What follows belongs to an exercise in optimizing a design on an open flow for a short achievable clock period; a production flow would make more cautious choices.
Function was checked by simulation only, so behaviour that the tests miss may differ from the original.
Power figures rest on the tool's default switching activity, not on a simulated workload.

### flow/run.sh
#!/bin/bash
# synth_recipe.tcl (not shown) runs the flow's synth.tcl, then flattens the netlist and writes it again
# the make line also repeats each setting of config.mk as NAME=value (left out here)
make -C /OpenROAD-flow-scripts/flow DESIGN_CONFIG=/design/flow/config.mk WORK_HOME=/design/flow/orfs CLKGATE_MAP_FILE= SYNTH_SCRIPT=/design/flow/synth_recipe.tcl finish
### flow/constraint.sdc
create_clock -name core_clock -period 6.0 [get_ports {CLOCK}]
set_input_delay 1.2000 -clock core_clock [delete_from_list [all_inputs] [get_ports {CLOCK}]]
set_output_delay 1.2000 -clock core_clock [all_outputs]
set_load 0.01 [all_outputs]
### flow/design.v
module UM6845R
(
	input            CLOCK,
	input            CLKEN,
	input            nRESET,
	input            CRTC_TYPE,
	input            ENABLE,
	input            nCS,
	input            R_nW,
	input            RS,
	input      [7:0] DI,
	output reg [7:0] DO,
	output reg       VSYNC,
	output reg       HSYNC,
	output           DE,
	output           FIELD,
	output           CURSOR,
	output    [13:0] MA,
	output     [4:0] RA
);
/*verilator lint_off WIDTH*/
assign FIELD = ~field & interlace[0];
assign MA = row_addr + hcc;
assign RA = line | (field & interlace[0]);
assign DE = de[R8_skew & ~{2{CRTC_TYPE}}];
reg [7:0] R0_h_total;
reg [7:0] R1_h_displayed;
reg [7:0] R2_h_sync_pos;
reg [3:0] R3_v_sync_width;
reg [3:0] R3_h_sync_width;
reg [6:0] R4_v_total;
reg [4:0] R5_v_total_adj;
reg [6:0] R6_v_displayed;
reg [6:0] R7_v_sync_pos;
reg [1:0] R8_skew;
reg [1:0] R8_interlace;
reg [4:0] R9_v_max_line;
reg [1:0] R10_cursor_mode;
reg [4:0] R10_cursor_start;
reg [4:0] R11_cursor_end;
reg [5:0] R12_start_addr_h;
reg [7:0] R13_start_addr_l;
reg [5:0] R14_cursor_h;
reg [7:0] R15_cursor_l;
reg [4:0] addr;
always @(*) begin
	DO = 8'hFF;
	if (ENABLE & ~nCS) begin
		if (RS) begin
			case (addr)
				10: DO = {R10_cursor_mode, R10_cursor_start};
				11: DO = R11_cursor_end;
				12: DO = CRTC_TYPE ? 8'h00 : R12_start_addr_h;
				13: DO = CRTC_TYPE ? 8'h00 : R13_start_addr_l;
				14: DO = R14_cursor_h;
				15: DO = R15_cursor_l;
				31: DO = CRTC_TYPE ? 8'hFF : 8'h00;
			 default: DO = 0;
			endcase
		end
		else if(CRTC_TYPE) begin
			DO = vde ? 8'h00 : 8'h20;  
		end
	end
end
always @(posedge CLOCK) begin
	if (ENABLE & ~nCS & ~R_nW) begin
		if (~RS) addr <= DI[4:0];
		else begin
			case (addr)
				00: R0_h_total <= DI;
				01: R1_h_displayed <= DI;
				02: R2_h_sync_pos <= DI;
				03: {R3_v_sync_width,R3_h_sync_width} <= DI;
				04: R4_v_total <= DI[6:0];
				05: R5_v_total_adj <= DI[4:0];
				06: R6_v_displayed <= DI[6:0];
				07: R7_v_sync_pos <= DI[6:0];
				08: {R8_skew, R8_interlace} <= {DI[5:4],DI[1:0]};
				09: R9_v_max_line <= DI[4:0];
				10: {R10_cursor_mode,R10_cursor_start} <= DI[6:0];
				11: R11_cursor_end <= DI[4:0];
				12: R12_start_addr_h <= DI[5:0];
				13: R13_start_addr_l <= DI[7:0];
				14: R14_cursor_h <= DI[5:0];
				15: R15_cursor_l <= DI[7:0];
			endcase
		end
	end
end
wire [4:0] interlace = &R8_interlace[1:0];
reg        in_adj;
reg  [7:0] hcc;
wire       hcc_last  = (hcc == R0_h_total) && (CRTC_TYPE || R0_h_total);  
wire [7:0] hcc_next  = hcc_last ? 8'h00 : hcc + 1'd1;
reg  [4:0] line;
wire [4:0] line_max  = (in_adj ? R5_v_total_adj-1'd1 : R9_v_max_line) & ~interlace;
wire       line_last = (line == line_max) || !line_max;
wire [4:0] line_next = (line_last ? 5'd0 : line + 1'd1 + interlace) & ~interlace;
wire       line_new  = hcc_last;
reg  [6:0] row;
wire       row_last  = (row == R4_v_total) || !R4_v_total;
wire [6:0] row_next  = (row_last & ~frame_adj) ? 7'd0 : row + 1'd1;
wire       row_new   = line_new & line_last;
wire       frame_adj = row_last && ~in_adj && R5_v_total_adj;
wire       frame_new = row_new & (row_last | in_adj) & ~frame_adj;
reg  field;
always @(posedge CLOCK) begin
	if(~nRESET) begin
		hcc    <= 0;
		line   <= 0;
		row    <= 0;
		in_adj <= 0;
		field  <= 0;
	end
	else if(CLKEN) begin
		hcc <= hcc_next;
		if(line_new) line <= line_next;
		if(row_new) begin
			if(frame_adj) in_adj <= 1;
			else if(frame_new) begin
				in_adj <= 0;
				row <= 0;
				field <= ~field & R8_interlace[0];
			end
			else row <= row_next;
		end
	end
end
wire CRTC1_reload =  CRTC_TYPE & ~line_last & !row & !hcc_next;  
wire CRTC0_reload = ~CRTC_TYPE & line_new & !R4_v_total & !R9_v_max_line;
reg  [13:0] row_addr;
always @(posedge CLOCK) begin
	if(~nRESET) row_addr <= {R12_start_addr_h, R13_start_addr_l};
	else if(CLKEN) begin
		if(hcc_next == R1_h_displayed && line_last) row_addr <= row_addr + R1_h_displayed;
		if(frame_new | CRTC0_reload | CRTC1_reload) row_addr <= {R12_start_addr_h, R13_start_addr_l};
	end
end
reg hde;
always @(posedge CLOCK) begin
	reg [3:0] hsc;
	if(~nRESET) begin
		hsc    <= 0;
		hde    <= 0;
		HSYNC  <= 0;
	end
	else if (CLKEN) begin
		if(line_new)                   hde <= 1;
		if(hcc_next == R1_h_displayed) hde <= 0;
		if(hsc) hsc <= hsc - 1'd1;
		else if (hcc_next == R2_h_sync_pos) begin
			if(R3_h_sync_width) begin
				HSYNC <= 1;
				hsc <= R3_h_sync_width - 1'd1;
			end
		end
		else HSYNC <= 0;
	end
end
reg vde;
always @(posedge CLOCK) begin
	reg  [3:0] vsc;
	reg        vsync_allow;
	if (ENABLE & ~nCS & ~R_nW & addr == 5'd07) vsync_allow <= 1;
	if(~nRESET) begin
		vsc    <= 0;
		vde    <= 0;
		VSYNC  <= 0;
		vsync_allow <= 1;
	end
	else if (CLKEN) begin
		if(row_new) begin
			if((frame_new & row !=0) | row_next != row) vsync_allow <= 1;
			if(frame_new)                  vde <= 1;
			if(row_next == R6_v_displayed) vde <= 0;
		end
		if(field ? (hcc_next == {1'b0, R0_h_total[7:1]}) : line_new) begin
			if(vsc) vsc <= vsc - 1'd1;
			else if (vsync_allow & (field ? (row == R7_v_sync_pos && !line) : (row_next == R7_v_sync_pos && line_last))) begin
				VSYNC <= 1;
				vsync_allow <= 0;
				vsc <= (CRTC_TYPE ? 4'd0 : R3_v_sync_width) - 1'd1;
			end
			else VSYNC <= 0;
		end
	end
end
wire [3:0] de = {1'b0, dde[1:0], hde & vde & |R6_v_displayed};
reg  [1:0] dde;
always @(posedge CLOCK) if (~nRESET) dde <= 2'b00; else if (CLKEN) dde <= {dde[0],de[0]};
reg cursor_line;
assign CURSOR = hde & vde & MA == {R14_cursor_h, R15_cursor_l} & cursor_line;
always @(posedge CLOCK) begin
	if(~nRESET) begin
		cursor_line <= 0;
	end
	else if (CLKEN) begin
		if (line == R10_cursor_start)
			cursor_line <= 1;
		else if (line == R11_cursor_end)
			cursor_line <= 0;
		end
	end
endmodule
### flow/config.mk
export PLATFORM = sky130hd
export DESIGN_NAME = UM6845R
export DESIGN_NICKNAME = UM6845R
export VERILOG_FILES = /design/flow/design.v
export SDC_FILE = /design/flow/constraint.sdc
export NUM_CORES = 4
export LEC_CHECK = 0
export CAP_MARGIN = 20
export CORE_MARGIN = 2
export CORE_UTILIZATION = 40
export PLACE_DENSITY = 0.6
export SLEW_MARGIN = 20
==> run notes <==
[logic make-up (layout without fill, tap and decap cells)]
kind of cell,count (synthesis),count (layout),share of synthesized area
muxes,21,21,0.0264
adders and majority gates,26,26,0.0349
AOI/OAI and AO/OA,201,201,0.146
xor gates and xnor gates,111,111,0.118
buffers and inverters,64,109,0.0341
DFF,164,164,0.466
and+or+nand+nor,334,334,0.175
[sequential cells by signal (all words and copies together) (netlist names), 4 cells and up, named ones only]
name              cells
R9_v_max_line         5
R1_h_displayed        8
row                   7
R14_cursor_h          6
hcc                   8
R3_h_sync_width       4
R11_cursor_end        5
R12_start_addr_h      6
addr                  5
R7_v_sync_pos         7
R15_cursor_l          8
R5_v_total_adj        5
R2_h_sync_pos         8
R10_cursor_start      5
R6_v_displayed        7
R3_v_sync_width       4
row_addr             14
R0_h_total            8
line                  5
R13_start_addr_l      8
R4_v_total            7
[power by group]
group / switching [uW] / internal [uW]
clock: 484 / 584
combinational: 126 / 100
sequential: 16.3 / 1240
total: 627 / 1920
[per-layer routing]
layer	vias to the layer above	part of all wire	GRT usage
li1	3524	-	-
met2	288	0.45	0.339
met5	-	0	0
met3	46	0.068	0.0351
met4	0	0.027	0.0778
met1	3634	0.45	0.306
[synthesized netlist by cell type (all sizes together) (8+ instances only)]
cell / count
a21oi: 52
and2: 9
and3: 11
buf: 23
clkbuf: 20
dfxtp: 38
edfxtp: 126
ha: 24
inv: 21
mux2: 14
nand2: 81
nand2b: 15
nand3: 30
nand4: 11
nor2: 78
nor2b: 15
nor3: 24
nor3b: 8
nor4: 17
o21ai: 37
o32ai: 8
or2: 9
xnor2: 49
xnor3: 10
xor2: 51
[worst max-delay path, cell delays in order, from the launching register on]
cell and delay [ps]:
dfxtp_1 410, ha_1 290, fa_1 410, a21o_1 190, a41oi_1 190, o21ai_0 270
o221a_2 360, xnor3_1 220, nand4_1 100, nor4_1 220, and4_1 230, clkdlybuf4s50_1 530
[stage by stage]
stage                util  power, uW  hold slack [ps]  std cells
floorplan               -       1400              449        921
CTS                 0.457       2560              493       1290
global route        0.458       2620              506       1290
detailed placement  0.434       1500              475       1258
global placement    0.434       1500              472       1258
finish              0.458       2550              497       1290
[path summary, 6_finish.rpt]
check | start | end | depth (start not counted) | slack, ps
max | hcc[0]$_SDFFE_PN0P_ | CURSOR | 11 | 940
min | dde[1]$_SDFFE_PN0P_ | dde[1]$_SDFFE_PN0P_ | 2 | 500
max reg2reg | hcc[6]$_SDFFE_PN0P_ | row_addr[7]$_DFFE_PP_ | 9 | 2320
min reg2reg | dde[1]$_SDFFE_PN0P_ | dde[1]$_SDFFE_PN0P_ | 2 | 500
[layout by cell type (no fill, tap or decap), drive strengths merged, types with 11 or more instances in the layout]
master         count
inv               28
nand2             81
nor3              24
xor2              51
nor2b             15
ha                24
a21oi             52
xnor2             49
and3              11
nand3             30
edfxtp           126
o21ai             37
mux2              14
nor4              17
nand4             11
clkbuf            18
nand2b            15
nor2              78
dfxtp             38
clkdlybuf4s50     47
[area by class of cell]
cell class,count,area [sq um],area share
inverters,21,78.8,0.00714
repair buffers,56,538,0.0487
flip-flops and latches,164,4540,0.412
well taps,324,405,0.0367
clock buffers,18,429,0.0389
multi-input cells,693,4900,0.444
clock inverters,14,143,0.0129
==> impl_results.md <==
- Gp weighted congestion: 0.929
- Yosys warns: 1
- Unrepaired setup endpoints after global routing: false
- Post-Route Skew: 11.7 ps
- CORE AREA: 24100 sq um
- Worst setup EP type: output pin
- Async set-reset flop share out of synthesis: 0
- Max_cap viols: 0
- Final Hold Vio Count: 0
- DRC: 0
- Final setup fails: 0
- Die Span Y: 160 um
- FILL cells: 2312
- Synth top area cells: edfxtp_1, dfxtp_1, xor2_1, xnor2_1, nand2_1
- CTS hold repair buffers: 0
- Starting Density: 0.405
- Largest net degree at the start of global routing: 23
- H-tree Lvls: 4
- CP arrival: 3860 ps
- First-pass GRT wire length: 42200 um
- Final WL: 27600 um
- Maximum buffer depth of the clock tree: 2
- Worst VDD drop: 0.216 mV
- Clock root cell: clkbuf_16
- Synthesized netlist net count: 963
- Syn-to-layout area delta: 13.1%
- Crit path time final: 5060 ps
- Layout cells sized above 1: 0.0932
- Area leader, netlist: edfxtp_1
- TritonCTS buffer count: 17
- Post-synth EDFFs: 126
- Initial DRT Pass Iterations: 6
- Syn Std Cell Area: 9760 sq um
- CTS Sinks: 164
- Grt ovf: 0
- Initial antenna violation count: 0
- Primary FF master, synth: edfxtp_1
- Crit-path max FO: 8
- Die area: 25700 sq um
- Seq/Total Area, Yosys: 0.466
- Die extent in x: 160 um
- Pwr dens: 231 nW/um^2
- Hold Path Class: flip-flop to flip-flop
- Worst EP required: 4800 ps
- Gate Count Post-Synth: 921
- GRT Total Usage: 0.217
- Leakage: 0.00392 uW
- Post CTS Setup Buffer Count: 0
- Max-slew violations: 0
- Yosys top cell area share: 0.388
- CTS tree: yes
- ANT nets after route: 0
- Clock transition at path regs: 70 ps
- Vias in the first global route: 7036
- Vias: 7492
- Port Buffer Count: 47
- Period utilization: 0.844
- Placement Cell Area: 10500 sq um
- Synth unique cells: 86
- CP startpoint kind: flip-flop
- Wirelength per Cell: 21.4 um
- # IOs: 48
- Clock latency on the worst-skew pair: 430 ps
- TNS Setup: 0 ps
- Via density: 5.81
- Synth Register Bits: 164
- Final #Nets: 995
- Design area: 11000 sq um
- Post-CTS sizing: 0
- DP Wirelength: 20200 um
- Status: finished clean
- Worst slack at placement: 1090 ps
- Fmax: 198 MHz
- Slew headroom: 0.228
- # rows: 57
- Post-Syn Area per Cell: 10.6 sq um
- N_diodes: 0
- Setup Crit Path Kind: flip-flop to output pin
- Worst setup margin: 937 ps
- Worst-Margin Slew: 1150 ps
- DRT iter0 DRCs: 769

[afterwards: timing with drivers on the ports]
The results above use ideal ports. As a check the final layout listed here was re-extracted and re-timed, cells and wires unchanged. Step 1 assumes that a clkbuf_16 drives the clock port and a buf_2 every other input. Step 2 adds t to the input delays and takes it off the output delays; t is the mean of the earliest and latest rising clock arrival at the registers after step 1. Input paths then give back, and output paths get back, about the clock's delay inside the block. a / b / c = ideal ports / drivers / drivers and shift; a / b = the first two.
t (ns): 0.473
setup slack, ns: 0.937 / 0.889 / 1.021
cell pins on the clock port's net: 1
After both steps this run still meets setup and hold. The setup slack of this run moves by -0.048 ns with the drivers and by +0.084 ns with both steps.
